From an optimization exercise on the open Yosys and OpenROAD flow, aimed at small area; shortcuts taken in it are not production practice. In this exercise RTL edits were held to simulation tests only and were not proved equivalent to the original. Power is estimated from default activity; no workload was simulated.

**flow/flow/run.sh**
```bash
#!/bin/bash
# The standard layout (standard.sh: unchanged synthesis, floorplan, power grid
# and tap cells), with two placement/CTS arguments changed:
#  - every input and output port still gets a buffer, but a sky130_fd_sc_hd__buf_1
#  - clock tree synthesis without dummy loads, with clkbuf_8 buffers in clusters of up to 20 sinks
# Each tool's full output stays in orfs/logs/; make's own output goes to flow_make.log.
set -euo pipefail
export BUFFER_PORTS_ARGS="-buffer_cell sky130_fd_sc_hd__buf_1"
export CTS_ARGS="-sink_clustering_enable -repair_clock_nets -dont_use_dummy_load -buf_list {sky130_fd_sc_hd__clkbuf_8} -sink_clustering_size 20 -sink_clustering_max_diameter 80"
bash standard.sh finish > flow_make.log 2>&1
```
**flow/standard.sh**
```bash
#!/bin/bash
# synth_recipe.tcl (not shown) runs the flow's synth.tcl, then flattens the netlist and writes it again
# the make line also repeats each setting of config.mk as NAME=value (left out here)
make -C /OpenROAD-flow-scripts/flow DESIGN_CONFIG=/design/flow/config.mk WORK_HOME=/design/flow/orfs CLKGATE_MAP_FILE= SYNTH_SCRIPT=/design/flow/synth_recipe.tcl "${@:-finish}"
```
**flow/config.mk**
```make
export PLATFORM = sky130hd
export DESIGN_NAME = PCI_WB_DeFSM
export DESIGN_NICKNAME = PCI_WB_DeFSM
export VERILOG_FILES = /design/flow/design.v
export SDC_FILE = /design/flow/constraint.sdc
export NUM_CORES = 4
export LEC_CHECK = 0
export CAP_MARGIN = 20
export CORE_MARGIN = 2
export CORE_UTILIZATION = 40
export SLEW_MARGIN = 20
```
**flow/constraint.sdc**
```tcl
create_clock -name core_clock -period 10.0 [get_ports {PHY_CLK33_I}]
set_input_delay 2.0000 -clock core_clock [delete_from_list [all_inputs] [get_ports {PHY_CLK33_I}]]
set_output_delay 2.0000 -clock core_clock [all_outputs]
set_load 0.01 [all_outputs]
```
**flow/design.v**
```verilog
`timescale 1ns / 1ps
module PCI_WB_DeFSM(
	input  PHY_CLK33_I,
	input  PHY_RSTn_I,
	input  IDSEL_I,
	input  FRAMEn_I,
	input  IRDYn_I,
	output TRDYn_O,
	output TRDYn_DIR_O,
	output DEVSELn_O,
	output DEVSELn_DIR_O,
	output STOPn_O,
	output STOPn_DIR_O,
	input  PAR_I,
	output reg PAR_O,
	output reg PAR_DIR_O,
	output PERRn_O,
	output PERRn_DIR_O,
	output SERRn_O,
	output SERRn_DIR_O,
	output [31:0] AD_O,
	output AD_DIR_O,
	input  [31:0] AD_I,
	input  [3:0] CBEn_I,
	output INTA_O,
	output [31:0] WB_DATA_O,
	input  [31:0] WB_DATA_I,
	input  WB_ACK_I,
	input  WB_VALID_I,
	output [31:0] WB_ADD_O,
	output WB_STB_O,
	output WB_WE_O,
	output HP_MEM_IDLE_O,
	input  [31:0] HPRAM_DATA_I,
	output [31:0] HPRAM_DATA_O,
	output reg [11:0] HPRAM_ADD_O,
	output [3:0] HPRAM_WEN_O
    );
	assign PERRn_O = 1'b1;
	assign PERRn_DIR_O = 1'b0;
	assign SERRn_O = 1'b1;
	assign SERRn_DIR_O = 1'b0;
	assign INTA_O = 1'b0;
	localparam S_IDLE  = 3'd0;   
	localparam S_DEC   = 3'd1;   
	localparam S_DEAD  = 3'd2;   
	localparam S_CLAIM = 3'd3;   
	localparam S_P1    = 3'd4;
	localparam S_P2    = 3'd5;
	localparam T_CFG = 2'd0;
	localparam T_MEM = 2'd1;
	localparam T_HP  = 2'd2;
	reg [2:0]  st;
	reg [1:0]  tgt;
	reg        wr;
	reg [19:2] pci_add;
	reg        cmd1, cmd10, sta27;
	reg [11:0] bar10, bar14;
	reg [7:0]  intl;
	reg [3:0]  cnt;        
	reg        f1;         
	reg        f2;         
	reg [31:0] mem_ad;
	reg        mem_vld;
	reg [31:0] hp_ad;
	reg [3:0]  hp_be;
	reg [31:0] dreg;       
	wire rst = ~PHY_RSTn_I;
	wire        a_inc;
	wire [12:0] a_c;
	wire [11:0] a_sum;
	assign a_c[0] = a_inc;
	genvar gi;
	generate
		for (gi = 0; gi < 12; gi = gi + 1) begin : g_ainc
			assign a_sum[gi]   = HPRAM_ADD_O[gi] ^ a_c[gi];
			assign a_c[gi + 1] = HPRAM_ADD_O[gi] & a_c[gi];
		end
	endgenerate
	wire hit_cfg = IDSEL_I && AD_I[10:8] == 3'b000 && AD_I[1:0] == 2'b00;
	wire hit_mem = cmd1 && AD_I[31:20] == bar14;
	wire hit_hp  = cmd1 && AD_I[31:20] == bar10;
	wire cmd_cfg = CBEn_I[3:1] == 3'b101;
	wire cmd_mem = CBEn_I[3:1] == 3'b011;
	wire s_idle  = st == S_IDLE;
	wire s_claim = st == S_CLAIM;
	wire p1 = st == S_P1;
	wire p2 = st == S_P2;
	wire t_c = tgt == T_CFG;
	wire t_m = tgt == T_MEM;
	wire t_h = tgt == T_HP;
	wire s_cack  = p1 && t_c;
	wire s_cterm = p2 && t_c;
	wire s_mbusy = p1 && t_m;
	wire s_mterm = p2 && t_m;
	wire s_hwrd  = p1 && t_h && !wr;
	wire s_hrd   = p2 && t_h && !wr;
	wire s_hwr   = p1 && t_h && wr;
	wire s_hterm = p2 && t_h && wr;
	wire irdy = ~IRDYn_I;
	assign a_inc = irdy && (s_hwrd || s_hrd || (s_hwr && !FRAMEn_I && !f1));
	wire mem_done = wr ? WB_ACK_I : WB_VALID_I;
	wire hp_par  = ~f1 | f2;
	wire hp_trdy = ~f1 & f2;
	always @(posedge PHY_CLK33_I) begin
		if (rst) begin
			st <= S_IDLE;
			cmd1 <= 1'b0;
			cmd10 <= 1'b0;
			sta27 <= 1'b0;
			bar10 <= 12'd0;
			bar14 <= 12'd0;
			intl <= 8'd0;
			mem_vld <= 1'b0;
			hp_be <= 4'hF;
			HPRAM_ADD_O <= 12'd0;
		end else begin
			case (st)
				S_IDLE:
					if (!FRAMEn_I) begin
						if (hit_cfg)
							st <= cmd_cfg ? S_DEC : S_DEAD;
						else if (hit_mem || hit_hp)
							st <= cmd_mem ? S_DEC : S_DEAD;
					end
				S_DEC:  st <= S_CLAIM;
				S_DEAD: st <= S_IDLE;
				S_CLAIM:
					case (tgt)
						T_CFG:
							if (irdy) begin
								st <= S_P1;
								if (wr)
									case (pci_add[7:2])
										6'd1: begin
											if (!CBEn_I[3] && AD_I[27]) sta27 <= 1'b0;
											if (!CBEn_I[0]) begin
												cmd1 <= AD_I[1];
												cmd10 <= AD_I[10];
											end
										end
										6'd4: begin
											if (!CBEn_I[3]) bar10[11:4] <= AD_I[31:24];
											if (!CBEn_I[2]) bar10[3:0] <= AD_I[23:20];
										end
										6'd5: begin
											if (!CBEn_I[3]) bar14[11:4] <= AD_I[31:24];
											if (!CBEn_I[2]) bar14[3:0] <= AD_I[23:20];
										end
										6'd15:
											if (!CBEn_I[0]) intl <= AD_I[7:0];
										default: ;
									endcase
							end
						T_MEM: st <= S_P1;
						default: begin
							HPRAM_ADD_O <= pci_add[13:2];
							st <= S_P1;
						end
					endcase
				S_P1:
					if (t_c)
						st <= S_P2;
					else if (t_m) begin
						if (mem_done) begin
							st <= S_P2;
							if (!wr) mem_vld <= 1'b1;
						end else if (cnt == 4'b0100) begin
							st <= S_P2;
							sta27 <= 1'b1;
						end
					end else if (!wr) begin
						if (irdy) begin
							st <= S_P2;
							hp_be <= CBEn_I;
						end
					end else if (!irdy && !f1 && FRAMEn_I)
						st <= S_P2;
				S_P2:
					if (t_h && !wr) begin
						if (irdy)
							hp_be <= CBEn_I;
						else if (!f1 && FRAMEn_I)
							st <= S_DEAD;
					end else
						st <= S_IDLE;
				default: st <= S_IDLE;
			endcase
			if (!(s_claim && tgt == T_HP))
				HPRAM_ADD_O <= a_sum;
		end
	end
	always @(posedge PHY_CLK33_I) begin
		if (s_idle) begin
			pci_add <= AD_I[19:2];
			wr <= CBEn_I[0];
			tgt <= hit_cfg ? T_CFG : hit_mem ? T_MEM : T_HP;
		end
		if ((s_claim && tgt != T_MEM) || s_hwr)
			cnt <= CBEn_I;
		else if (s_claim)
			cnt <= 4'd0;
		else if (s_mbusy)
			cnt <= {cnt[2:0], ~(cnt[3] ^ cnt[2])};   
		if (s_claim) begin
			f1 <= ~wr & irdy;    
			f2 <= 1'b0;
			if (tgt == T_HP) f1 <= 1'b1;
		end else if (s_mbusy) begin
			f2 <= mem_done;
		end else if (s_hwrd) begin
			f2 <= 1'b0;
		end else if (s_hrd) begin
			if (irdy) begin
				f1 <= 1'b0;
				f2 <= 1'b1;
			end else
				f2 <= f1;
		end else if (s_hwr) begin
			f2 <= irdy;
			if (irdy) f1 <= 1'b0;
		end
		if (s_mbusy && mem_done && !wr)
			mem_ad <= WB_DATA_I;
		if ((s_hwrd || s_hrd) && irdy)
			hp_ad <= HPRAM_DATA_I;
		if (!(s_mbusy && wr))
			dreg <= AD_I;
	end
	assign HPRAM_WEN_O = (s_hwr && f2) ? ~cnt : 4'b0000;
	reg [31:0] cfg_rd;
	always @(*)
		case (pci_add[7:2])
			6'd0:  cfg_rd = 32'hBBCC00AA;
			6'd1:  cfg_rd = {4'b0, sta27, 5'b0, 1'b1, 10'b0, cmd10, 8'b0, cmd1, 1'b0};
			6'd2:  cfg_rd = 32'h118000F8;
			6'd4:  cfg_rd = {bar10, 20'd0};
			6'd5:  cfg_rd = {bar14, 20'd0};
			6'd11: cfg_rd = 32'h00019876;
			6'd15: cfg_rd = {23'd0, 1'b1, intl};
			default: cfg_rd = 32'd0;
		endcase
	wire [31:0] cfg_msk = {{8{~cnt[3]}}, {8{~cnt[2]}}, {8{~cnt[1]}}, {8{~cnt[0]}}};
	wire [31:0] hp_msk  = {{8{~hp_be[3]}}, {8{~hp_be[2]}}, {8{~hp_be[1]}}, {8{~hp_be[0]}}};
	wire sel_c = tgt == T_CFG;
	wire sel_m = tgt == T_MEM && mem_vld;
	wire sel_h = tgt == T_HP;
	assign AD_O = (cfg_rd & cfg_msk & {32{sel_c}}) | (mem_ad & {32{sel_m}}) | (hp_ad & hp_msk & {32{sel_h}});
	wire act = st[2] | (st == S_CLAIM);
	assign TRDYn_DIR_O   = PHY_RSTn_I & act;
	assign DEVSELn_DIR_O = PHY_RSTn_I & act;
	assign STOPn_DIR_O   = PHY_RSTn_I & act;
	assign TRDYn_O   = ~(s_cack || (s_mterm && f2) || (s_hrd && hp_trdy) || (s_hwr && !f1));
	assign DEVSELn_O = s_cterm || (s_mterm && !f2);
	assign STOPn_O   = ~(s_cack || s_mterm);
	assign AD_DIR_O  = PHY_RSTn_I & ((s_cack && !wr) || ((s_mbusy || s_mterm) && f1) || s_hwrd || s_hrd);
	wire par_req = (s_cack && !wr) || (s_mterm && f2 && !wr) || (s_hrd && hp_par);
	always @(negedge PHY_CLK33_I) begin
		PAR_DIR_O <= PHY_RSTn_I & par_req;
		PAR_O <= ^{AD_I, CBEn_I};
	end
	assign WB_STB_O  = s_mbusy;
	assign WB_WE_O   = wr;
	assign WB_ADD_O  = {12'd0, pci_add[19:2], 2'b00};
	assign WB_DATA_O = dreg;
	assign HPRAM_DATA_O = dreg;
	assign HP_MEM_IDLE_O = !(s_hwrd || s_hrd || s_hwr || s_hterm);
endmodule
```
==> summary.md, run 1 <==
| Metric | Value |
|---|---|
| Setup repair after global routing missed its margin | `false` |
| Peak VDD IR | `~0.077 mV` |
| Max cap viols | `0` |
| Largest net degree at the start of global routing | `52` |
| Row count | `53` |
| Initial Utilization | `approximately two fifths` |
| First-pass GRT wire length | `about 34000 um` |
| Post-synth ARST share | `0%` |
| Worst setup startpoint | `AD_I[9]` |
| Final nets | `1049` |
| Num CTS Buffers | `17` |
| Post-route design area | `9453 um2` |
| Vias per cell | `slightly above 5` |
| TritonCTS clock tree | `done` |
| GPL Wtd Cong | `~0.84` |
| Router iterations before antenna repair | `5` |
| Worst min-delay path category | `register to register` |
| Cell area after synthesis | `about 8400 um2` |
| Setup TNS | `0 ns` |
| Multi-input logic area | `around 3000 um2` |
| Min Hold Slack | `between 0.4 and 0.5 ns` |
| Resized Gates After CTS | `0` |
| CTS Buffer Depth | `2` |
| Critical Path RT | `approximately 5.4 ns` |
| Relative slew slack | `about a third` |
| Post-DP HPWL | `16950 um` |
| Crit end category | `register` |
| Hold EP | `mem_vld` |
| Synth top area cells | `edfxtp_1 (44%), dfxtp_1 (14%), xnor2_1 (5.8%)` |
| Pwr Total | `between 1 and 1.5 mW` |
| DR WL/cell | `about 19 um` |
| TritonCTS Sinks | `180` |
| Path depth of the worst reg2reg path | `5` |
| Avg Synthesized Cell Area | `11.47 um2` |
| PwrDens | `between 100 and 150 nW/um2` |
| GRT Residual Overflow | `0` |
| Count of different cell masters after synthesis | `57` |
| FF-to-FF setup slack | `between 3 and 4 ns` |
| Dpl cell area | `~9200 um2` |
| Startpoint types | `input pin` |
| Post-synth EDFFs | `122` |
| Die X | `around 150 um` |
| Final Max Tran Viols | `0` |
| I/O pin count | `~270` |
| Port bufs | `248` |
| Layout cells sized above 1 | `roughly 3.7%` |
| Status | `finished clean` |
| Total GRT Usage | `between 20% and 30%` |
| ANT cells | `0` |
| FF-to-FF Start | `st[2]` |
| Final WS setup | `roughly 1.8 ns` |
| Worst Path Arrival | `3.56 ns` |
| Top cells by count, synth | `edfxtp_1 (122), nor2_1 (73), nand2_1 (61)` |
| Critical R2R Capture | `PAR_DIR_O` |
| Antenna-violating nets left | `0` |
| Final wirelength | `~23000 um` |
| Initial detailed-routing violation count | `between 300 and 400` |
| DRC Markers | `0` |
| Clock Latency Late Sink | `~0.47 ns` |
| Clk pin slew, worst setup/hold paths | `~0.070 ns` |
| Ys flop type | `edfxtp_1` |
| Filler Cells Inserted | `2020` |
| # hold bufs at CTS | `0` |
| CORE AREA | `between 20000 and 25000 um2` |
| Vias | `around 6000` |
| Area Overhead vs Synth | `12.54%` |
| Largest area contributor in the netlist | `edfxtp_1` |
| Vias in the first global route | `~5700` |
| Hold Fails Final Rpt | `0` |
| Pre-CTS setup slack | `~1.3 ns` |
| Count leader, synth | `edfxtp_1` |
| Worst hold path stage count | `2` |
| Critical path class | `input pin to register` |
| Register Area | `about 4800 um2` |
| Clock Tree Root | `clkbuf_8` |
| Die area | `22170 um2` |
| Syn Inst Count | `~730` |
| Max FO, Critical Path | `3` |
| Synth warn | `1` |
| Leak | `between 3 and 4 nW` |
| Setup bufs post-CTS | `0` |
| Actual slew at the worst max-slew pin | `0.9741 ns` |
| Flops & latches, synth | `180` |
| Top cell type's share of synthesized area | `43.62%` |
| Share of the yosys chip area belonging to registers | `57.44%` |
| Setup violators final | `0` |
| Antenna violations before repair | `0` |
| Die extent in y | `roughly 150 um` |
| H-tree depth | `4` |
| Hold Crit Start | `mem_vld` |
| Clk_skew | `0.03427 ns` |
-- worst max-delay path, stage by stage --
cell and delay (ns):
buf_1 0.16, inv_1 0.06, ha_1 0.31, xnor2_1 0.21
xnor2_1 0.16, xnor2_1 0.11, xnor2_1 0.24, xnor2_1 0.16
xnor2_1 0.15
-- report_power, final --
group	switching, mW	internal, mW	leakage (nW)	total [mW]
logic	0.0790	0.0521	1.45	0.131
registers	0.0116	0.808	1.65	0.820
clock network	0.229	0.152	0.133	0.380
-- cell usage in the layout (no fill, tap or decap), types with 3 or more instances in the layout --
master / n
a21oi_1: 29
nor3_1: 10
conb_1: 19
nand3b_1: 4
a221o_1: 14
a222oi_1: 4
nand3_1: 18
ha_1: 14
a22oi_1: 11
xnor2_1: 56
nand4_1: 6
inv_1: 18
clkbuf_8: 17
nor2_1: 72
buf_4: 6
o21a_1: 3
mux2i_1: 48
dfxtp_1: 58
edfxtp_1: 122
and2_1: 3
nand2b_1: 5
nor2b_1: 3
or4_1: 3
and3_1: 5
o21ai_0: 22
nand2_1: 60
xor2_1: 3
a22o_1: 4
buf_1: 248
or3_1: 5
-- final cells by class --
class / count / share of cell area (%)
Inverter: 17 / 0.6750
Multi-Input combinational cell: 455 / 31.77
Timing Repair Buffer: 254 / 10.32
Clock inverter: 2 / 0.07942
Sequential cell: 180 / 51.04
Tap cell: 275 / 3.640
Clock buffer: 17 / 2.475
-- per-layer routing --
metal / vias to the layer above / track usage (%) / routed length (um)
met4: 0 / 5.571 / 242
met1: 2822 / 27.56 / 9838
met5: - / 0 / 0
met2: 312 / 32.47 / 10480
li1: 2904 / - / -
met3: 14 / 5.596 / 2014
-- worst max-delay path by stage --
stage	endpoint	slack, ns	cells past startpoint
global route	PAR_O	1.59	9
finish	PAR_O	1.83	9
detailed placement	PAR_O	1.31	9
floorplan	PAR_O	1.73	8
CTS	PAR_O	1.79	9
global placement	PAR_O	1.33	9
-- per-stage QoR --
step                util (%)  std cells
floorplan                  -        749
CTS                    45.40       1200
finish                 45.40       1200
global placement       44.26       1182
global route           45.40       1200
detailed placement     44.26       1182
-- flip-flops by register name (all words and copies together), names as in the netlist, 8 cells and up --
| name | count |
|---|---|
| dreg | 32 |
| hp_ad | 32 |
| mem_ad | 32 |
| pci_add | 18 |
| HPRAM_ADD_O | 12 |
| bar10 | 12 |
| bar14 | 12 |
| intl | 8 |
-- kinds of logic (layout without fill, tap and decap cells) --
logic type,after synthesis,in the layout,synth area share [%]
compound gates,100,100,8.178
fa+ha+maj,14,14,2.086
buf+inv,114,290,7.746
other cells,2,19,0.08941
xor+xnor,59,59,6.152
mux,49,49,5.854
flops,180,180,57.44
simple gates,214,214,12.45
==> inputs of run 2 (changes only) <==
==> flow/flow/run.sh (replaced) <==
#!/bin/bash
# The standard layout (standard.sh: unchanged synthesis, floorplan, power grid
# and tap cells), with these placement/CTS settings changed:
#  - every input and output port still gets a buffer, but a sky130_fd_sc_hd__buf_1
#  - the constant outputs keep synthesis's single tie-high and tie-low cells
#    instead of one tie cell per output
#  - clock tree synthesis without dummy loads, with clkbuf_8 buffers
# Each tool's full output stays in orfs/logs/; make's own output goes to flow_make.log.
set -euo pipefail
export BUFFER_PORTS_ARGS="-buffer_cell sky130_fd_sc_hd__buf_1"
export SKIP_REPAIR_TIE_FANOUT=1
export RECOVER_POWER=100
export CTS_ARGS="-sink_clustering_enable -repair_clock_nets -dont_use_dummy_load -buf_list {sky130_fd_sc_hd__clkbuf_8} -sink_clustering_size 20 -sink_clustering_max_diameter 80"
bash standard.sh finish > flow_make.log 2>&1
==> run 2 against run 1 <==
Against the previous run:
- now fails the layout checks on max-capacitance violations, max-slew violations
- cell area decreased by 1.5%
- die area did not move
- count of clock-buffer cells in the layout stayed put
- synthesized cell count unchanged
- critical endpoint unchanged
- largest power group unchanged
==> summary.md, run 2 <==
| Metric | Value |
|---|---|
| Status | `failed layout checks` |
| Failed Checks | `max-capacitance violations, max-slew violations` |
| Total GRT Usage | `19.77%` |
| CTS Buffer Depth | `2` |
| Resized Gates After CTS | `0` |
| Avg Synthesized Cell Area | `between 10 and 15 um2` |
| Critical path buffers and inverters | `2` |
| Setup repair after global routing missed its margin | `false` |
| Largest net degree at the start of global routing | `51` |
| Initial Utilization | `40.34%` |
| Final WS setup | `approximately 1.9 ns` |
| Critical Path RT | `5.38 ns` |
| Clk pin slew, worst setup/hold paths | `about 0.060 ns` |
| DR WL met2 | `approximately 10000 um` |
| Max FO, Critical Path | `3` |
| Cell family with most CP delay | `XOR/XNOR gates` |
| NetSw | `about 310 uW` |
| TritonCTS clock tree | `done` |
| Final nets | `1033` |
| Layout cells sized above 1 | `under 10%` |
| Commonest cells after routing, fill and taps aside | `buf_1 (224), edfxtp_1 (122), nor2_1 (73)` |
| CORE AREA | `20820 um2` |
| Flops & latches, synth | `between 150 and 200` |
| # hold bufs at CTS | `0` |
| Combinational share of power | `around a tenth` |
| ANT cells | `0` |
| Initial detailed-routing violation count | `around 340` |
| Setup violators final | `0` |
| DR WL/cell | `between 15 and 20 um` |
| Critical path class | `input pin to register` |
| Vias | `~6100` |
| H-tree depth | `4` |
| Synth top area cells | `edfxtp_1 (44%), dfxtp_1 (14%), xnor2_1 (5.8%)` |
| Leak | `between 3 and 4 nW` |
| Final wirelength | `22160 um` |
| PwrDens | `142.4 nW/um2` |
| Met3 WL post-DR | `between 1500 and 2000 um` |
| Crit end category | `register` |
| Reg power frac | `between 60% and 70%` |
| Hold Fails Final Rpt | `0` |
| Port bufs | `~250` |
| Critical Path, Cell by Cell | `buf_1 > inv_1 > ha_1 > xnor2_1 > xnor2_1 > xnor2_1 > xnor2_1 > xnor2_1 > xnor2_1` |
| Worst Path Arrival | `between 3 and 4 ns` |
| Antenna-violating nets left | `0` |
| Setup TNS | `0 ns` |
| GRT Residual Overflow | `0` |
| Syn Inst Count | `732` |
| Post-synth ARST share | `0%` |
| Commonest non-fill, non-tap cell in the layout | `buf_1` |
| Top cells by count, synth | `edfxtp_1 (122), nor2_1 (73), nand2_1 (61)` |
| Count of different cell masters after synthesis | `57` |
| Largest area contributor in the netlist | `edfxtp_1` |
| Count leader, synth | `edfxtp_1` |
| Net Sw Frac | `a little under a quarter` |
| Row count | `53` |
| First-pass GRT wire length | `about 33000 um` |
| Actual slew at the worst max-slew pin | `around 2.9 ns` |
| Die area | `approximately 22000 um2` |
| Die X | `about 150 um` |
| Synth warn | `1` |
| Ys flop type | `edfxtp_1` |
| Max cap viols | `5` |
| Clk_skew | `~0.047 ns` |
| Pre-CTS setup slack | `approximately 1.4 ns` |
| Share of the yosys chip area belonging to registers | `a little under three fifths` |
| Post-synth EDFFs | `around 120` |
| Antenna violations before repair | `0` |
| Die extent in y | `148.9 um` |
| FF-to-FF setup slack | `about 3.3 ns` |
| GPL Wtd Cong | `0.8223` |
| Clock Tree Root | `clkbuf_8` |
| Router iterations before antenna repair | `5` |
| Largest regs | `dreg x32, hp_ad x32, mem_ad x32` |
| Clock Latency Late Sink | `~0.47 ns` |
| Peak VDD IR | `0.09499 mV` |
| Max stage delay on crit path | `roughly 0.31 ns` |
| TritonCTS Sinks | `between 150 and 200` |
| I/O pin count | `269` |
| WL met1 | `roughly 9700 um` |
| Cell area after synthesis | `8399 um2` |
| Worst min-delay path category | `register to register` |
| Top cell type's share of synthesized area | `approximately 44%` |
| Num CTS Buffers | `17` |
| Relative slew slack | `-92.35%` |
| Vias in the first global route | `5747` |
| Vias per cell | `roughly 5.1` |
| Final Max Tran Viols | `between 150 and 200` |
| Clk pwr share | `between 20 and 30%` |
| Setup bufs post-CTS | `0` |
| Top Layer Used | `met4` |
| Area Overhead vs Synth | `10.90%` |
| Dominant cell type by count on the critical path | `xnor2_1` |
| DRC Markers | `0` |
| Startpoint types | `input pin` |
| Slowest CP cell | `ha_1` |
| Post-DP HPWL | `16590 um` |
| P_int | `a little over 1 mW` |
[run 2: cells by family (layout without fill, tap and decap cells)]
group,count (synthesis),count (layout),share of synthesized area (%)
DFF,180,180,57.44
xor gates and xnor gates,59,59,6.152
other,2,2,0.08941
adders and majority gates,14,14,2.086
and+or+nand+nor,214,214,12.45
AOI/OAI and AO/OA,100,100,8.178
buffers and inverters,114,291,7.746
muxes,49,49,5.854
[run 2: path summary, 6_finish.rpt]
check,depth (start not counted),endpoint,startpoint
max,9,PAR_O,AD_I[8]
min,2,mem_vld,mem_vld
max reg2reg,5,PAR_DIR_O,st[2]
min reg2reg,2,mem_vld,mem_vld
[run 2: worst register-to-register path: cells and delay by family (launching register included)]
family | cells | cell delay (ns)
DFF | 1 | 0.53
buffers and inverters | 1 | 0.16
AOI/OAI and AO/OA | 1 | 0.09
and+or+nand+nor | 3 | 0.90
[run 2: per-stage QoR]
stage                     area, um2  instances  util (%)  hold WS, ns  total power, mW
after detailed placement       9156       1166     43.97       0.4532           0.9677
after CTS                      9394       1184     45.11       0.4691            1.343
after global routing           9315       1184     44.74       0.4843            1.382
after floorplan                8399        732         -       0.4317           0.9303
final                          9315       1184     44.74       0.4669            1.326
after global placement         9156       1166     43.97       0.4430           0.9683
[run 2: power by group through the flow]
stage	clock network, mW	logic, mW	registers, mW
2_1_floorplan	0.00188	0.0889	0.840
3_3_place_gp	0.00188	0.129	0.837
3_5_place_dp	0.00188	0.129	0.837
4_1_cts	0.393	0.130	0.820
5_1_grt	0.419	0.141	0.822
6_report	0.380	0.126	0.820
[run 2: final cells by class]
class | count | area [um2]
Multi-Input combinational cell | 438 | 2880
Clock inverter | 2 | 7.507
Fill cell | 2067 | 11510
Clock buffer | 17 | 234.0
Sequential cell | 180 | 4825
Timing Repair Buffer | 255 | 960.9
Tap cell | 275 | 344.1
Inverter | 17 | 63.81
[run 2: per-layer routing]
metal  up-vias  GRT usage [%]
met5         -              0
met1      2887          26.45
met4         0          4.095
li1       2892              -
met3        12          6.055
met2       298          31.89
==> inputs of run 3 (changes only) <==
--- a/flow/flow/run.sh
+++ b/flow/flow/run.sh
@@ -11,3 +11,2 @@
 export SKIP_REPAIR_TIE_FANOUT=1
-export RECOVER_POWER=100
 export CTS_ARGS="-sink_clustering_enable -repair_clock_nets -dont_use_dummy_load -buf_list {sky130_fd_sc_hd__clkbuf_8} -sink_clustering_size 20 -sink_clustering_max_diameter 80"
==> run 3 against run 2 <==
Against the previous run:
- now clean on timing, DRC and antenna
- synthesized area is the same
- via count shrank 0.38%
- flip-flop and latch count is the same
- first-iteration DRC count shrank 5.8%
- worst setup slack gained 0.0024 ns
- utilization grew 0.38 points
- clock skew is essentially flat
==> summary.md, run 3 <==
| Metric | Value |
|---|---|
| Status | `finished clean` |
| Vias in the first global route | `about 5700` |
| Initial detailed-routing violation count | `around 320` |
| I/O pin count | `~270` |
| Resized Gates After CTS | `0` |
| Post-DP HPWL | `around 17000 um` |
| Top cell type's share of synthesized area | `around 44%` |
| Count leader, synth | `edfxtp_1` |
| CTS Buffer Depth | `2` |
| DR WL met2 | `about 10000 um` |
| Final nets | `around 1000` |
| GRT Residual Overflow | `0` |
| ANT cells | `0` |
| Slowest CP cell | `ha_1` |
| Layout cells sized above 1 | `between 3 and 4%` |
| First-pass GRT wire length | `about 33000 um` |
| Max FO, Critical Path | `3` |
| Min Hold Slack | `about 0.47 ns` |
| FF-to-FF Start | `st[2]` |
| Max stage delay on crit path | `a little over 0.3 ns` |
| Synth top area cells | `edfxtp_1 (44%), dfxtp_1 (14%), xnor2_1 (5.8%)` |
| Dominant cell type by count on the critical path | `xnor2_1` |
| Largest regs | `dreg x32, hp_ad x32, mem_ad x32` |
| Setup bufs post-CTS | `0` |
| Clk pin slew, worst setup/hold paths | `about 0.060 ns` |
| Count of different cell masters after synthesis | `57` |
| H-tree depth | `4` |
| Post-synth EDFFs | `about 120` |
| Clock Latency Late Sink | `0.47 ns` |
| GPL Wtd Cong | `~0.82` |
| Num CTS Buffers | `17` |
| Max cap viols | `0` |
| Vias per cell | `5.123` |
| Row count | `53` |
| Die extent in y | `approximately 150 um` |
| Total GRT Usage | `19.77%` |
| DR WL/cell | `18.71 um` |
| TritonCTS clock tree | `done` |
| Syn Inst Count | `approximately 730` |
| Startpoint types | `input pin` |
| Largest net degree at the start of global routing | `51` |
| CP Capture Point | `PAR_O` |
| Worst setup startpoint | `AD_I[8]` |
| Path depth of the worst reg2reg path | `5` |
| Commonest non-fill, non-tap cell in the layout | `buf_1` |
| Antenna-violating nets left | `0` |
| Actual slew at the worst max-slew pin | `slightly below 1 ns` |
| Critical path class | `input pin to register` |
| Avg Synthesized Cell Area | `11.47 um2` |
| Worst min-delay path category | `register to register` |
| Router iterations before antenna repair | `5` |
| CORE AREA | `20820 um2` |
| Ys flop type | `edfxtp_1` |
| Flops & latches, synth | `180` |
| Post-synth ARST share | `0%` |
| Final Max Tran Viols | `0` |
| Worst Path Arrival | `roughly 3.5 ns` |
| Clk_skew | `roughly 0.046 ns` |
| Area Overhead vs Synth | `11.84%` |
| DRC Markers | `0` |
| # hold bufs at CTS | `0` |
| PwrDens | `141.4 nW/um2` |
| Initial Utilization | `between 40% and 50%` |
| Share of the yosys chip area belonging to registers | `57.44%` |
| Leak | `~3.2 nW` |
| TritonCTS Sinks | `180` |
| Setup repair after global routing missed its margin | `false` |
| Relative slew slack | `approximately a third` |
| Critical R2R Capture | `PAR_DIR_O` |
| Die X | `between 100 and 150 um` |
| Die area | `between 20000 and 25000 um2` |
| Antenna violations before repair | `0` |
| Commonest cells after routing, fill and taps aside | `buf_1 (248), edfxtp_1 (122), nor2_1 (72)` |
| FF-to-FF setup slack | `between 3 and 4 ns` |
| Vias | `approximately 6100` |
| Setup TNS | `0 ns` |
| Clock Tree Root | `clkbuf_8` |
| Synth warn | `1` |
| Largest area contributor in the netlist | `edfxtp_1` |
| Crit end category | `register` |
| Top Layer Used | `met4` |
| Critical Path, Cell by Cell | `buf_1 > inv_1 > ha_1 > xnor2_1 > xnor2_1 > xnor2_1 > xnor2_1 > xnor2_1 > xnor2_1` |
| Top cells by count, synth | `edfxtp_1 (122), nor2_1 (73), nand2_1 (61)` |
| Port bufs | `248` |
| Peak VDD IR | `0.09483 mV` |
| WL met1 | `about 9800 um` |
| Met3 WL post-DR | `around 1900 um` |
| Final wirelength | `roughly 22000 um` |
| Critical Path RT | `between 5 and 6 ns` |
| Hold Fails Final Rpt | `0` |
| Cell area after synthesis | `about 8400 um2` |
| Setup violators final | `0` |
run 3: cell types whose count changed in the layout (fill, tap and decap cells not counted), moves of 3 or more:
cell and change:
buf_4 +6, nor3_1 -3, buf_1 +24, clkbuf_1 -30
run 3: report_power, final:
group / leakage, nW / total [mW] / internal [mW] / switching [mW]
Combinational: 1.40 / 0.128 / 0.0520 / 0.0755
Sequential: 1.65 / 0.820 / 0.808 / 0.0118
Clock: 0.133 / 0.381 / 0.152 / 0.229
run 3: final cells by class:
| class | instances | area [um2] |
|---|---|---|
| Tap cell | 275 | 344.1 |
| Clock buffer | 17 | 234.0 |
| Inverter | 17 | 63.81 |
| Multi-Input combinational cell | 438 | 2937 |
| Fill cell | 2048 | 11430 |
| Timing Repair Buffer | 255 | 983.4 |
| Clock inverter | 2 | 7.507 |
| Sequential cell | 180 | 4825 |
run 3: worst max-delay path, delay by kind of cell:
kind       cells  cell delay [ns]
xor+xnor       6             0.98
fa+ha+maj      1             0.31
buf+inv        2             0.20
run 3: cell families after synthesis:
| family | Yosys count | share of synthesized area [%] |
|---|---|---|
| other | 2 | 0.08941 |
| buffers and inverters | 114 | 7.746 |
| muxes | 49 | 5.854 |
| adders and majority gates | 14 | 2.086 |
| DFF | 180 | 57.44 |
| xor gates and xnor gates | 59 | 6.152 |
| AOI/OAI and AO/OA | 100 | 8.178 |
| and+or+nand+nor | 214 | 12.45 |
run 3: how the worst min path moves through the flow:
stage	start	to	depth (start not counted)
after floorplan	mem_vld	mem_vld	2
after global placement	mem_vld	mem_vld	2
after detailed placement	mem_vld	mem_vld	2
after CTS	mem_vld	mem_vld	2
after global routing	mem_vld	mem_vld	2
final	mem_vld	mem_vld	2
run 3: layer usage:
metal  GRT usage (%)  vias to the layer above
li1                -                     2892
met3           6.055                       16
met2           31.89                      289
met4           4.095                        0
met1           26.45                     2869
met5               0                        -
run 3: metrics by stage:
step	utilization, %	cell area (um2)	power, mW	std cells	setup slack, ns
floorplan	-	8399	0.9303	732	1.731
global placement	43.97	9156	0.9683	1166	1.365
detailed placement	43.97	9156	0.9677	1166	1.396
CTS	45.11	9394	1.343	1184	1.850
global route	45.11	9394	1.383	1184	1.748
finish	45.11	9394	1.328	1184	1.884
==> inputs of run 4 (changes only) <==
--- a/flow/flow/run.sh
+++ b/flow/flow/run.sh
@@ -11,2 +11,3 @@
 export SKIP_REPAIR_TIE_FANOUT=1
+export REMOVE_ABC_BUFFERS=1
 export CTS_ARGS="-sink_clustering_enable -repair_clock_nets -dont_use_dummy_load -buf_list {sky130_fd_sc_hd__clkbuf_8} -sink_clustering_size 20 -sink_clustering_max_diameter 80"
--- a/flow/config.mk
+++ b/flow/config.mk
@@ -10,2 +10,3 @@
 export CORE_UTILIZATION = 40
+export GPL_TIMING_DRIVEN = 0
 export SLEW_MARGIN = 20
==> run 4 against run 3 <==
Against the previous run:
- cell count about the same
- combinational power about the same
- critical path type unchanged
- die area unchanged
- still clean
==> summary.md, run 4 <==
| Metric | Value |
|---|---|
| DRC Markers | `0` |
| Vias in the first global route | `5853` |
| Router iterations before antenna repair | `5` |
| Final Max Tran Viols | `0` |
| Clk pin slew, worst setup/hold paths | `approximately 0.070 ns` |
| Hold Fails Final Rpt | `0` |
| Max cap viols | `0` |
| Clk_skew | `approximately 0.025 ns` |
| Critical path class | `input pin to register` |
| CTS Buffer Depth | `2` |
| Ys flop type | `edfxtp_1` |
| Placed insts | `1167` |
| H-tree depth | `4` |
| Slowest CP cell | `ha_1` |
| Area Overhead vs Synth | `12.89%` |
| I/O pin count | `269` |
| GRT Residual Overflow | `0` |
| Syn Inst Count | `732` |
| Dpl cell area | `9244 um2` |
| NetSw | `between 300 and 400 uW` |
| Max stage delay on crit path | `0.34 ns` |
| Resized Gates After CTS | `0` |
| Setup bufs post-CTS | `0` |
| Critical Path RT | `about 5.4 ns` |
| Worst Path Arrival | `roughly 3.6 ns` |
| Commonest cells after routing, fill and taps aside | `buf_1 (248), edfxtp_1 (122), nor2_1 (72)` |
| First-pass GRT wire length | `32930 um` |
| Count of different cell masters after synthesis | `57` |
| Top cell type's share of synthesized area | `~44%` |
| Total GRT Usage | `about 20%` |
| CORE AREA | `approximately 21000 um2` |
| Peak VDD IR | `~0.085 mV` |
| Top cells by count, synth | `edfxtp_1 (122), nor2_1 (73), nand2_1 (61)` |
| Layout cells sized above 1 | `under 10%` |
| TritonCTS Sinks | `between 150 and 200` |
| Port bufs | `248` |
| ANT cells | `0` |
| Antenna violations before repair | `0` |
| Post-synth ARST share | `0%` |
| Initial Utilization | `around two fifths` |
| # hold bufs at CTS | `0` |
| Worst min-delay path category | `register to register` |
| Die extent in y | `about 150 um` |
| P_int | `between 1 and 1.5 mW` |
| Largest area contributor in the netlist | `edfxtp_1` |
| Post-DP HPWL | `~17000 um` |
| Critical Path, Cell by Cell | `buf_1 > inv_1 > ha_1 > xnor2_1 > xnor2_1 > xnor2_1 > xnor2_1 > xnor2_1 > xnor2_1` |
| Largest net degree at the start of global routing | `36` |
| Startpoint types | `input pin` |
| Max FO, Critical Path | `3` |
| Commonest non-fill, non-tap cell in the layout | `buf_1` |
| Count leader, synth | `edfxtp_1` |
| Final wirelength | `between 20000 and 25000 um` |
| Crit end category | `register` |
| Share of the yosys chip area belonging to registers | `~57%` |
| Final WS setup | `1.810 ns` |
| Setup repair after global routing missed its margin | `false` |
| GPL Wtd Cong | `just under 0.9` |
| Row count | `53` |
| Clock Latency Late Sink | `between 0.4 and 0.5 ns` |
| Antenna-violating nets left | `0` |
| Final nets | `~1000` |
| Dominant cell type by count on the critical path | `xnor2_1` |
| Setup TNS | `0 ns` |
| Clock Tree Root | `clkbuf_8` |
| Fin cells | `1185` |
| Num CTS Buffers | `17` |
| Combinational share of power | `9.8%` |
| Clk pwr share | `between 20% and 30%` |
| TritonCTS clock tree | `done` |
| Largest regs | `dreg x32, hp_ad x32, mem_ad x32` |
| Status | `finished clean` |
| Relative slew slack | `41.61%` |
| Die area | `approximately 22000 um2` |
| Critical path buffers and inverters | `2` |
| Pre-CTS setup slack | `1.265 ns` |
| Flops & latches, synth | `between 150 and 200` |
| Net Sw Frac | `around a quarter` |
| Reg power frac | `about three fifths` |
| Post-route design area | `9482 um2` |
| Synth top area cells | `edfxtp_1 (44%), dfxtp_1 (14%), xnor2_1 (5.8%)` |
| Vias per cell | `~5` |
| Cell area after synthesis | `roughly 8400 um2` |
| Setup violators final | `0` |
| Cell family with most CP delay | `XOR/XNOR gates` |
| Leak | `3.211 nW` |
| DR WL/cell | `18.74 um` |
| Die X | `~150 um` |
| PwrDens | `roughly 140 nW/um2` |
| Synth warn | `1` |
| Post-synth EDFFs | `between 100 and 150` |
| Initial detailed-routing violation count | `~300` |
| Vias | `between 5000 and 6000` |
| Min Hold Slack | `0.4776 ns` |
| Avg Synthesized Cell Area | `11.47 um2` |
| Actual slew at the worst max-slew pin | `0.8726 ns` |
-- run 4: cell counts after synthesis --
No cell type changed its count.
-- run 4: cell families (layout without fill, tap and decap cells) --
logic type               count (synthesis)  in the layout  share of synthesized area (%)
other                                    2              2                        0.08941
flip-flops                             180            180                          57.44
AND/OR/NAND/NOR                        214            214                          12.45
adder cells (fa/ha/maj)                 14             14                          2.086
buffers and inverters                  114            292                          7.746
multiplexers                            49             49                          5.854
XOR/XNOR                                59             59                          6.152
AO/OA/AOI/OAI                          100            100                          8.178
-- run 4: per-stage QoR --
stage | utilization, % | total power [mW]
floorplan | - | 0.9082
global placement | 43.66 | 0.9685
detailed placement | 44.39 | 0.9722
CTS | 45.54 | 1.346
global route | 45.54 | 1.387
finish | 45.54 | 1.329
-- run 4: per-layer routing --
| layer | share of wire, % | vias up | track usage, % |
|---|---|---|---|
| li1 | - | 2904 | - |
| met1 | 45 | 2803 | 26.38 |
| met2 | 47 | 261 | 32.79 |
| met3 | 7.1 | 16 | 5.107 |
| met4 | 0.89 | 0 | 4.619 |
| met5 | 0 | - | 0 |
-- run 4: power by group through the flow --
stage	registers (mW)	logic [mW]	clock network, mW
2_1_floorplan	0.847	0.0594	0.00188
3_3_place_gp	0.839	0.127	0.00188
3_5_place_dp	0.838	0.132	0.00188
4_1_cts	0.821	0.133	0.392
5_1_grt	0.823	0.145	0.419
6_report	0.821	0.130	0.378
-- run 4: worst register-to-register path: cells and delay by family (launching register included) --
family | cells | cell delay, ns
AOI/OAI and AO/OA | 1 | 0.10
DFF | 1 | 0.54
buffers and inverters | 1 | 0.17
and+or+nand+nor | 3 | 0.87
-- run 4: path summary, 6_finish.rpt --
path / start / to / slack (ns) / cells after the start
setup / recovery: AD_I[8] / PAR_O / 1.81 / 9
hold / removal: mem_vld / mem_vld / 0.48 / 2
setup reg to reg: st[2] / PAR_DIR_O / 3.28 / 5
hold reg to reg: mem_vld / mem_vld / 0.48 / 2
-- run 4: cell type report --
class / count / area, um2
Multi-Input combinational cell: 438 / 2947
Tap cell: 275 / 344.1
Timing Repair Buffer: 256 / 1060
Fill cell: 2038 / 11340
Sequential cell: 180 / 4825
Clock buffer: 17 / 234.0
Clock inverter: 2 / 7.507
Inverter: 17 / 65.06
==> inputs of run 5 (changes only) <==
--- a/flow/flow/run.sh
+++ b/flow/flow/run.sh
@@ -6,2 +6,4 @@
 #    instead of one tie cell per output
+#  - after global placement, gates off the critical paths are downsized
+#    (flow/post_gpl.tcl); repair_design runs after it as usual
 #  - clock tree synthesis without dummy loads, with clkbuf_8 buffers
@@ -11,3 +13,3 @@
 export SKIP_REPAIR_TIE_FANOUT=1
-export REMOVE_ABC_BUFFERS=1
+export POST_GLOBAL_PLACE_TCL="$(pwd)/flow/post_gpl.tcl"
 export CTS_ARGS="-sink_clustering_enable -repair_clock_nets -dont_use_dummy_load -buf_list {sky130_fd_sc_hd__clkbuf_8} -sink_clustering_size 20 -sink_clustering_max_diameter 80"
==> flow/flow/post_gpl.tcl (new file) <==
# After global placement: downsize gates on paths with positive slack
# (synthesis maps for speed); the next step's repair_design then fixes any
# slew or capacitance limit this breaks.
log_cmd repair_timing -recover_power 100 -verbose
--- a/flow/config.mk
+++ b/flow/config.mk
@@ -10,3 +10,2 @@
 export CORE_UTILIZATION = 40
-export GPL_TIMING_DRIVEN = 0
 export SLEW_MARGIN = 20
==> run 5 against run 4 <==
Against the previous run:
- synthesized area did not move
- via count up 0.15%
- die area is the same
- highest routed layer unchanged
- sequential power hardly changed
- global-route usage about the same
- critical path depth is the same
- clock skew up 0.020 ns
- power about the same
- still clean
- routed wire length down 0.39%
==> summary.md, run 5 <==
| Metric | Value |
|---|---|
| Largest regs | `dreg x32, hp_ad x32, mem_ad x32` |
| Row count | `53` |
| Largest net degree at the start of global routing | `36` |
| Initial detailed-routing violation count | `around 360` |
| XOR/XNOR share of the synthesized area | `slightly above 6%` |
| Critical path class | `input pin to register` |
| Setup violators final | `0` |
| Total GRT Usage | `just under 20%` |
| Die area | `between 20000 and 25000 um2` |
| ANT cells | `0` |
| DR WL/cell | `18.60 um` |
| Peak VDD IR | `roughly 0.11 mV` |
| Post-synth EDFFs | `122` |
| Post-synthesis compound-gate area fraction | `about 8.2%` |
| Max cap viols | `0` |
| TritonCTS clock tree | `done` |
| CORE AREA | `around 21000 um2` |
| Worst Path Arrival | `roughly 3.5 ns` |
| Antenna-violating nets left | `0` |
| Commonest non-fill, non-tap cell in the layout | `buf_1` |
| I/O pin count | `269` |
| Worst min-delay path category | `register to register` |
| Top cells by count, synth | `edfxtp_1 (122), nor2_1 (73), nand2_1 (61)` |
| Num CTS Buffers | `17` |
| Fin cells | `1189` |
| Critical path buffers and inverters | `2` |
| Relative slew slack | `roughly two fifths` |
| Router iterations before antenna repair | `6` |
| Placed insts | `around 1200` |
| Clock Latency Late Sink | `0.47 ns` |
| Pwr Total | `about 1.3 mW` |
| H-tree depth | `4` |
| DRC Markers | `0` |
| Setup repair after global routing missed its margin | `false` |
| Top cell type's share of synthesized area | `a little over two fifths` |
| Final nets | `slightly above 1000` |
| Commonest cells after routing, fill and taps aside | `buf_1 (225), edfxtp_1 (122), nor2_1 (72)` |
| Final wirelength | `approximately 22000 um` |
| GRT Residual Overflow | `0` |
| Actual slew at the worst max-slew pin | `0.8736 ns` |
| Layout cells sized above 1 | `under 10%` |
| Final Max Tran Viols | `0` |
| Cell area after synthesis | `between 8000 and 9000 um2` |
| Clock Tree Root | `clkbuf_8` |
| Status | `finished clean` |
| Initial Utilization | `about two fifths` |
| Max FO, Critical Path | `3` |
| Area Overhead vs Synth | `12.47%` |
| Slowest CP cell | `ha_1` |
| Largest family of logic cells by synthesized area | `simple AND/OR/NAND/NOR gates` |
| Die X | `148.9 um` |
| Max stage delay on crit path | `between 0.3 and 0.4 ns` |
| Critical Path, Cell by Cell | `buf_1 > inv_1 > ha_1 > xnor2_1 > xnor2_1 > xnor2_1 > xnor2_1 > xnor2_1 > xnor2_1` |
| Vias in the first global route | `between 5000 and 6000` |
| Vias per cell | `between 5 and 6` |
| Adder-cell share of the synthesized area | `under 10%` |
| Vias | `~6000` |
| Leak | `3.206 nW` |
| Cell family with most CP delay | `XOR/XNOR gates` |
| Crit end category | `register` |
| Ys flop type | `edfxtp_1` |
| Port bufs | `approximately 250` |
| Critical Path RT | `5.38 ns` |
| Synth top area cells | `edfxtp_1 (44%), dfxtp_1 (14%), xnor2_1 (5.8%)` |
| Largest area contributor in the netlist | `edfxtp_1` |
| TritonCTS Sinks | `180` |
| Post-DP HPWL | `between 15000 and 20000 um` |
| Count of different cell masters after synthesis | `57` |
| CTS Buffer Depth | `2` |
| First-pass GRT wire length | `around 33000 um` |
| Die extent in y | `approximately 150 um` |
| Clk_skew | `between 0.04 and 0.05 ns` |
| Dominant cell type by count on the critical path | `xnor2_1` |
| Resized Gates After CTS | `0` |
| # hold bufs at CTS | `0` |
| Post-synth ARST share | `0%` |
| PwrDens | `around 140 nW/um2` |
| Hold Fails Final Rpt | `0` |
| Clk pin slew, worst setup/hold paths | `about 0.070 ns` |
| Antenna violations before repair | `0` |
| Setup bufs post-CTS | `0` |
| Share of the yosys chip area belonging to registers | `57.44%` |
| Flops & latches, synth | `180` |
| Synth warn | `1` |
| Startpoint types | `input pin` |
| Simple-gate share of the synthesized area | `approximately an eighth` |
| Setup TNS | `0 ns` |
| Avg Synthesized Cell Area | `approximately 11 um2` |
| Count leader, synth | `edfxtp_1` |
| Syn Inst Count | `732` |
| Multiplexer area fraction after synthesis | `under 10%` |
## run 5: cell types whose count changed in the layout (fill, tap and decap cells not counted), moves of 2 or more
cell / previous run / this run
buf_4: 3 / 1
clkbuf_2: 0 / 5
or2_0: 0 / 2
nor3_1: 10 / 12
or2_1: 2 / 0
nor3_4: 2 / 0
and2_0: 0 / 2
nor3b_1: 1 / 3
clkbuf_1: 0 / 24
buf_1: 248 / 225
## run 5: worst register-to-register path, stage by stage (launching register included)
cell and delay, ns:
dfxtp_1 0.52, nor2b_1 0.45, nand4_1 0.33, inv_1 0.16
a21oi_1 0.08, nor2_1 0.10
## run 5: cells by family (layout without fill, tap and decap cells)
group / after synthesis / after routing
flip-flops: 180 / 180
other: 2 / 2
XOR/XNOR: 59 / 59
AND/OR/NAND/NOR: 214 / 214
adder cells (fa/ha/maj): 14 / 14
buffers and inverters: 114 / 296
multiplexers: 49 / 49
AO/OA/AOI/OAI: 100 / 100
## run 5: final timing paths
kind / slack [ns] / from / cells past startpoint / endpoint
min reg2reg: 0.47 / mem_vld / 2 / mem_vld
max: 1.87 / AD_I[8] / 9 / PAR_O
min: 0.47 / mem_vld / 2 / mem_vld
max reg2reg: 3.31 / st[2] / 5 / PAR_DIR_O
## run 5: cell type report
class,count,area (um2)
Fill cell,2016,11380
Sequential cell,180,4825
Multi-Input combinational cell,438,2899
Timing Repair Buffer,260,1074
Tap cell,275,344.1
Clock buffer,17,234.0
Inverter,17,63.81
Clock inverter,2,7.507
## run 5: per-stage QoR
step / setup WS (ns) / utilization (%) / hold WS, ns / instance area [um2]
finish: 1.869 / 45.37 / 0.4723 / 9447
global placement: 1.365 / 43.97 / 0.4430 / 9156
CTS: 1.839 / 45.36 / 0.4725 / 9445
floorplan: 1.731 / - / 0.4317 / 8399
global route: 1.756 / 45.37 / 0.4890 / 9447
detailed placement: 1.386 / 44.22 / 0.4563 / 9208
## run 5: power breakdown
| group | leakage [nW] | internal [mW] | switching, mW |
|---|---|---|---|
| logic | 1.43 | 0.0524 | 0.0754 |
| registers | 1.65 | 0.808 | 0.0116 |
| clock network | 0.133 | 0.152 | 0.229 |
| total | 3.21 | 1.01 | 0.316 |
## run 5: metal layers
metal  track usage [%]  up-vias  routed length, um
li1                  -     2900                  -
met1             26.25     2791               9587
met2             31.91      281              10340
met3             5.321       21               1857
met4             6.238        0                335
met5                 0        -                  0
==> inputs of run 6 (changes only) <==
--- a/flow/flow/run.sh
+++ b/flow/flow/run.sh
@@ -6,4 +6,2 @@
 #    instead of one tie cell per output
-#  - after global placement, gates off the critical paths are downsized
-#    (flow/post_gpl.tcl); repair_design runs after it as usual
 #  - clock tree synthesis without dummy loads, with clkbuf_8 buffers
@@ -13,4 +11,3 @@
 export SKIP_REPAIR_TIE_FANOUT=1
-export POST_GLOBAL_PLACE_TCL="$(pwd)/flow/post_gpl.tcl"
-export CTS_ARGS="-sink_clustering_enable -repair_clock_nets -dont_use_dummy_load -buf_list {sky130_fd_sc_hd__clkbuf_8} -sink_clustering_size 20 -sink_clustering_max_diameter 80"
+export CTS_ARGS="-sink_clustering_enable -repair_clock_nets -dont_use_dummy_load -buf_list {sky130_fd_sc_hd__clkbuf_8} -sink_clustering_size 20 -sink_clustering_max_diameter 80 -sink_clustering_levels 2"
 bash standard.sh finish > flow_make.log 2>&1
removed: flow/flow/post_gpl.tcl
==> run 6 against run 5 <==
Against the previous run:
- die area did not move
- clock skew grew 0.0015 ns
- first-iteration DRC count is 10% lower
- synthesized area did not move
- hold slack lost 0.0042 ns
- critical path depth unchanged
- sequential power barely moved
- power about the same
- utilization shrank 0.25 points
- synthesized cell count is the same
- critical endpoint unchanged
==> summary.md, run 6 <==
| Metric | Value |
|---|---|
| Peak VDD IR | `0.09483 mV` |
| Antenna-violating nets left | `0` |
| Top cell type's share of synthesized area | `between 40% and 50%` |
| Flops & latches, synth | `180` |
| Final Max Tran Viols | `0` |
| Syn Inst Count | `732` |
| Critical path class | `input pin to register` |
| Clock Latency Late Sink | `0.47 ns` |
| Post-synth ARST share | `0%` |
| Critical Path, Cell by Cell | `buf_1 > inv_1 > ha_1 > xnor2_1 > xnor2_1 > xnor2_1 > xnor2_1 > xnor2_1 > xnor2_1` |
| Initial Utilization | `40.34%` |
| Critical Path RT | `~5.4 ns` |
| Resized Gates After CTS | `0` |
| Final wirelength | `about 22000 um` |
| Vias per cell | `a little over 5` |
| H-tree depth | `4` |
| Worst min-delay path category | `register to register` |
| Total GRT Usage | `between 15 and 20%` |
| # hold bufs at CTS | `0` |
| XOR/XNOR share of the synthesized area | `~6.2%` |
| Clock Tree Root | `clkbuf_8` |
| Commonest non-fill, non-tap cell in the layout | `buf_1` |
| Antenna violations before repair | `0` |
| Setup violators final | `0` |
| Synth top area cells | `edfxtp_1 (44%), dfxtp_1 (14%), xnor2_1 (5.8%)` |
| Dpl cell area | `9156 um2` |
| Num CTS Buffers | `17` |
| Die extent in y | `roughly 150 um` |
| Count of different cell masters after synthesis | `57` |
| TritonCTS clock tree | `done` |
| Max FO, Critical Path | `3` |
| Setup bufs post-CTS | `0` |
| Post-synth EDFFs | `about 120` |
| Die X | `between 100 and 150 um` |
| Register Area | `between 4000 and 5000 um2` |
| Max stage delay on crit path | `approximately 0.31 ns` |
| DR WL/cell | `roughly 19 um` |
| Relative slew slack | `between 30% and 40%` |
| Status | `finished clean` |
| CORE AREA | `approximately 21000 um2` |
| Largest regs | `dreg x32, hp_ad x32, mem_ad x32` |
| Ys flop type | `edfxtp_1` |
| Setup repair after global routing missed its margin | `false` |
| Clk_skew | `0.04610 ns` |
| Post-route design area | `between 9000 and 10000 um2` |
| Final nets | `between 1000 and 1500` |
| ANT cells | `0` |
| Row count | `53` |
| Share of the yosys chip area belonging to registers | `approximately 57%` |
| Setup TNS | `0 ns` |
| Startpoint types | `input pin` |
| TritonCTS Sinks | `180` |
| Dominant cell type by count on the critical path | `xnor2_1` |
| Avg Synthesized Cell Area | `~11 um2` |
| Die area | `22170 um2` |
| Clk pin slew, worst setup/hold paths | `around 0.06 ns` |
| DRC Markers | `0` |
| Critical path buffers and inverters | `2` |
| Min Hold Slack | `~0.47 ns` |
| Simple-gate share of the synthesized area | `around an eighth` |
| Post-synthesis compound-gate area fraction | `~8.2%` |
| Vias | `approximately 6000` |
| Multi-input logic area | `about 2900 um2` |
| Slowest CP cell | `ha_1` |
| Worst Path Arrival | `roughly 3.5 ns` |
| I/O pin count | `~270` |
| Area Overhead vs Synth | `11.84%` |
| First-pass GRT wire length | `between 30000 and 40000 um` |
| Router iterations before antenna repair | `5` |
| Vias in the first global route | `around 5700` |
| Top cells by count, synth | `edfxtp_1 (122), nor2_1 (73), nand2_1 (61)` |
| Cell family with most CP delay | `XOR/XNOR gates` |
| Multiplexer area fraction after synthesis | `around 5.9%` |
| Commonest cells after routing, fill and taps aside | `buf_1 (248), edfxtp_1 (122), nor2_1 (72)` |
| PwrDens | `about 140 nW/um2` |
| Leak | `about 3.2 nW` |
| Hold Fails Final Rpt | `0` |
| GPL Wtd Cong | `slightly above 0.8` |
| GRT Residual Overflow | `0` |
| Actual slew at the worst max-slew pin | `~1 ns` |
| CTS Buffer Depth | `2` |
| Largest family of logic cells by synthesized area | `simple AND/OR/NAND/NOR gates` |
| Layout cells sized above 1 | `3.740%` |
| Count leader, synth | `edfxtp_1` |
| Max cap viols | `0` |
| Adder-cell share of the synthesized area | `between 2 and 2.5%` |
| Filler Cells Inserted | `between 2000 and 2500` |
| Largest area contributor in the netlist | `edfxtp_1` |
| Largest net degree at the start of global routing | `51` |
| Crit end category | `register` |
| Post-DP HPWL | `approximately 17000 um` |
| Synth warn | `1` |
| Initial detailed-routing violation count | `324` |
| Port bufs | `approximately 250` |
| Cell area after synthesis | `8399 um2` |
run 6: routing by layer:
| layer | global-route usage (%) | vias up | share of wire (%) |
|---|---|---|---|
| met3 | 6.055 | 16 | 8.6 |
| met4 | 4.095 | 0 | 0.89 |
| met2 | 31.89 | 289 | 46 |
| met1 | 26.45 | 2869 | 44 |
| met5 | 0 | - | 0 |
| li1 | - | 2892 | - |
run 6: layout make-up:
cell class | count | share of cell area, %
clock buffers | 17 | 2.491
repair buffers | 255 | 10.47
multi-input cells | 438 | 31.26
flip-flops and latches | 180 | 51.36
inverters | 17 | 0.6793
well taps | 275 | 3.663
clock inverters | 2 | 0.07991
run 6: final timing paths:
check | startpoint | to | slack (ns) | depth (start not counted)
worst max-delay path | AD_I[8] | PAR_O | 1.88 | 9
worst min-delay path | mem_vld | mem_vld | 0.47 | 2
worst max register to register | st[2] | PAR_DIR_O | 3.25 | 5
worst min register to register | mem_vld | mem_vld | 0.47 | 2
run 6: cells by family after synthesis:
group / Yosys count
adders and majority gates: 14
xor gates and xnor gates: 59
muxes: 49
and+or+nand+nor: 214
AOI/OAI and AO/OA: 100
buffers and inverters: 114
DFF: 180
other: 2
run 6: worst register-to-register path, delay by kind of cell (launching register included):
family          cells  cell delay [ns]
compound gates      1             0.09
buf+inv             1             0.16
flops               1             0.53
simple gates        3             0.90
run 6: stage by stage:
step | std cells | setup slack, ns | util, % | power, mW
floorplan | 732 | 1.731 | - | 0.9303
global placement | 1166 | 1.365 | 43.97 | 0.9683
detailed placement | 1166 | 1.396 | 43.97 | 0.9677
CTS | 1184 | 1.850 | 45.11 | 1.343
global route | 1184 | 1.748 | 45.11 | 1.383
finish | 1184 | 1.884 | 45.11 | 1.328
run 6: power by group:
group          total, mW  internal (mW)  switching (mW)
clock              0.381          0.152           0.229
sequential         0.820          0.808          0.0118
combinational      0.128         0.0520          0.0755
total               1.33           1.01           0.316
==> inputs of run 7 (changes only) <==
--- a/flow/flow/run.sh
+++ b/flow/flow/run.sh
@@ -11,3 +11,3 @@
 export SKIP_REPAIR_TIE_FANOUT=1
-export CTS_ARGS="-sink_clustering_enable -repair_clock_nets -dont_use_dummy_load -buf_list {sky130_fd_sc_hd__clkbuf_8} -sink_clustering_size 20 -sink_clustering_max_diameter 80 -sink_clustering_levels 2"
+export CTS_ARGS="-sink_clustering_enable -repair_clock_nets -dont_use_dummy_load -buf_list {sky130_fd_sc_hd__clkbuf_8} -sink_clustering_size 20 -sink_clustering_max_diameter 80 -sink_clustering_levels 1"
 bash standard.sh finish > flow_make.log 2>&1
==> run 7 against run 6 <==
Against the previous run:
- clock power about the same
- global-route usage stayed put
- sequential share of layout area unchanged
- cell count did not move
- routed wire length unchanged
- still clean
- via count unchanged
- power unchanged
- die area stayed put
- register-to-register slack hardly changed
- utilization unchanged
- worst setup slack did not move
- hold slack did not move
==> summary.md, run 7 <==
| Metric | Value |
|---|---|
| Status | `finished clean` |
| Antenna-violating nets left | `0` |
| Count leader, synth | `edfxtp_1` |
| Reg power frac | `approximately three fifths` |
| Resized Gates After CTS | `0` |
| Setup repair after global routing missed its margin | `false` |
| Critical path buffers and inverters | `2` |
| Clk pwr share | `between 20 and 30%` |
| Dominant cell type by count on the critical path | `xnor2_1` |
| Max FO, Critical Path | `3` |
| Router iterations before antenna repair | `5` |
| Post-DP HPWL | `around 17000 um` |
| I/O pin count | `around 270` |
| TritonCTS Sinks | `180` |
| Commonest non-fill, non-tap cell in the layout | `buf_1` |
| Path depth of the worst reg2reg path | `5` |
| Worst hold path stage count | `2` |
| H-tree depth | `4` |
| GPL Wtd Cong | `approximately 0.82` |
| Vias per cell | `roughly 5.1` |
| Final wirelength | `between 20000 and 25000 um` |
| Levels on crit path | `9` |
| Post-synth EDFFs | `122` |
| NetSw | `316.3 uW` |
| Row count | `53` |
| Die X | `between 100 and 150 um` |
| Die area | `22170 um2` |
| Fin cells | `~1200` |
| Actual slew at the worst max-slew pin | `approximately 1 ns` |
| Largest regs | `dreg x32, hp_ad x32, mem_ad x32` |
| DRC Markers | `0` |
| Leak | `around 3.2 nW` |
| Antenna violations before repair | `0` |
| TritonCTS clock tree | `done` |
| Post-synth ARST share | `0%` |
| Die extent in y | `~150 um` |
| Area Overhead vs Synth | `11.84%` |
| Startpoint types | `input pin` |
| CP Capture Point | `PAR_O` |
| Clk pin slew, worst setup/hold paths | `around 0.06 ns` |
| Max stage delay on crit path | `approximately 0.31 ns` |
| ANT cells | `0` |
| Final nets | `about 1000` |
| Commonest cells after routing, fill and taps aside | `buf_1 (248), edfxtp_1 (122), nor2_1 (72)` |
| Hold Fails Final Rpt | `0` |
| Critical path class | `input pin to register` |
| Largest area contributor in the netlist | `edfxtp_1` |
| P_int | `1.012 mW` |
| Initial Utilization | `40.34%` |
| Top cell type's share of synthesized area | `43.62%` |
| Critical Path RT | `~5.4 ns` |
| Max cap viols | `0` |
| Ys flop type | `edfxtp_1` |
| First-pass GRT wire length | `~33000 um` |
| Peak VDD IR | `roughly 0.095 mV` |
| Worst setup startpoint | `AD_I[8]` |
| Vias in the first global route | `around 5700` |
| Cell family with most CP delay | `XOR/XNOR gates` |
| Clock Latency Late Sink | `about 0.47 ns` |
| Layout cells sized above 1 | `3.740%` |
| Synth warn | `1` |
| Critical R2R Capture | `PAR_DIR_O` |
| # hold bufs at CTS | `0` |
| GRT Residual Overflow | `0` |
| Largest net degree at the start of global routing | `51` |
| DR WL/cell | `about 19 um` |
| Top cells by count, synth | `edfxtp_1 (122), nor2_1 (73), nand2_1 (61)` |
| FF-to-FF Start | `st[2]` |
| Total GRT Usage | `roughly a fifth` |
| Net Sw Frac | `23.81%` |
| Worst min-delay path category | `register to register` |
| Combinational share of power | `a little under a tenth` |
| CTS Buffer Depth | `2` |
| Setup bufs post-CTS | `0` |
| Vias | `a little over 6000` |
| Placed insts | `about 1200` |
| Avg Synthesized Cell Area | `approximately 11 um2` |
| Synth top area cells | `edfxtp_1 (44%), dfxtp_1 (14%), xnor2_1 (5.8%)` |
| Final Max Tran Viols | `0` |
| Num CTS Buffers | `17` |
| Setup TNS | `0 ns` |
| Min Hold Slack | `roughly 0.47 ns` |
| Clk_skew | `between 0.04 and 0.05 ns` |
| CORE AREA | `between 20000 and 25000 um2` |
| Worst Path Arrival | `about 3.5 ns` |
| Syn Inst Count | `approximately 730` |
| Critical Path, Cell by Cell | `buf_1 > inv_1 > ha_1 > xnor2_1 > xnor2_1 > xnor2_1 > xnor2_1 > xnor2_1 > xnor2_1` |
| Crit end category | `register` |
| Share of the yosys chip area belonging to registers | `57.44%` |
| Port bufs | `roughly 250` |
| Setup violators final | `0` |
| Hold Crit Start | `mem_vld` |
| Flops & latches, synth | `180` |
| Slowest CP cell | `ha_1` |
| Relative slew slack | `33.65%` |
| Initial detailed-routing violation count | `324` |
| Count of different cell masters after synthesis | `57` |
| Cell area after synthesis | `about 8400 um2` |
| Clock Tree Root | `clkbuf_8` |
| PwrDens | `between 100 and 150 nW/um2` |
| FF-to-FF setup slack | `3.25 ns` |
## run 7: cell counts in the layout (fill, tap and decap cells not counted)
Identical to the previous run, type by type.
## run 7: routing by layer
layer | share of wire, % | track usage [%] | vias up
met5 | 0 | 0 | -
met4 | 0.89 | 4.095 | 0
met3 | 8.6 | 6.055 | 16
met2 | 46 | 31.89 | 289
met1 | 44 | 26.45 | 2869
li1 | - | - | 2892
## run 7: cells by family (layout without fill, tap and decap cells)
| logic type | count (synthesis) | in the layout | share of synthesized area, % |
|---|---|---|---|
| AO/OA/AOI/OAI | 100 | 100 | 8.178 |
| XOR/XNOR | 59 | 59 | 6.152 |
| adder cells (fa/ha/maj) | 14 | 14 | 2.086 |
| buffers and inverters | 114 | 291 | 7.746 |
| flip-flops | 180 | 180 | 57.44 |
| multiplexers | 49 | 49 | 5.854 |
| other | 2 | 2 | 0.08941 |
| AND/OR/NAND/NOR | 214 | 214 | 12.45 |
## run 7: area by class of cell
cell class / instances / area [um2]
Fill cell: 2048 / 11430
Sequential cell: 180 / 4825
Multi-Input combinational cell: 438 / 2937
Timing Repair Buffer: 255 / 983.4
Tap cell: 275 / 344.1
Clock buffer: 17 / 234.0
Inverter: 17 / 63.81
Clock inverter: 2 / 7.507
## run 7: per-stage QoR
| stage | total power, mW | utilization [%] | setup slack (ns) | instance area (um2) |
|---|---|---|---|---|
| final | 1.328 | 45.11 | 1.884 | 9394 |
| after global routing | 1.383 | 45.11 | 1.748 | 9394 |
| after floorplan | 0.9303 | - | 1.731 | 8399 |
| after global placement | 0.9683 | 43.97 | 1.365 | 9156 |
| after detailed placement | 0.9677 | 43.97 | 1.396 | 9156 |
| after CTS | 1.343 | 45.11 | 1.850 | 9394 |
## run 7: how the worst min path moves through the flow
stage	end
4_1_cts	mem_vld
2_1_floorplan	mem_vld
6_report	mem_vld
5_1_grt	mem_vld
3_3_place_gp	mem_vld
3_5_place_dp	mem_vld
## run 7: worst reg2reg max path, cell delays in order, from the launching register on
cell,delay (ns)
dfxtp_1,0.53
nor2b_1,0.45
nand4_1,0.33
inv_1,0.16
a21oi_1,0.09
nor2_1,0.12
## run 7: power groups by stage
stage	Clock (mW)	Sequential, mW	Combinational, mW
after CTS	0.393	0.820	0.130
after global routing	0.419	0.822	0.143
after detailed placement	0.00188	0.837	0.129
after floorplan	0.00188	0.840	0.0889
final	0.381	0.820	0.128
after global placement	0.00188	0.837	0.129
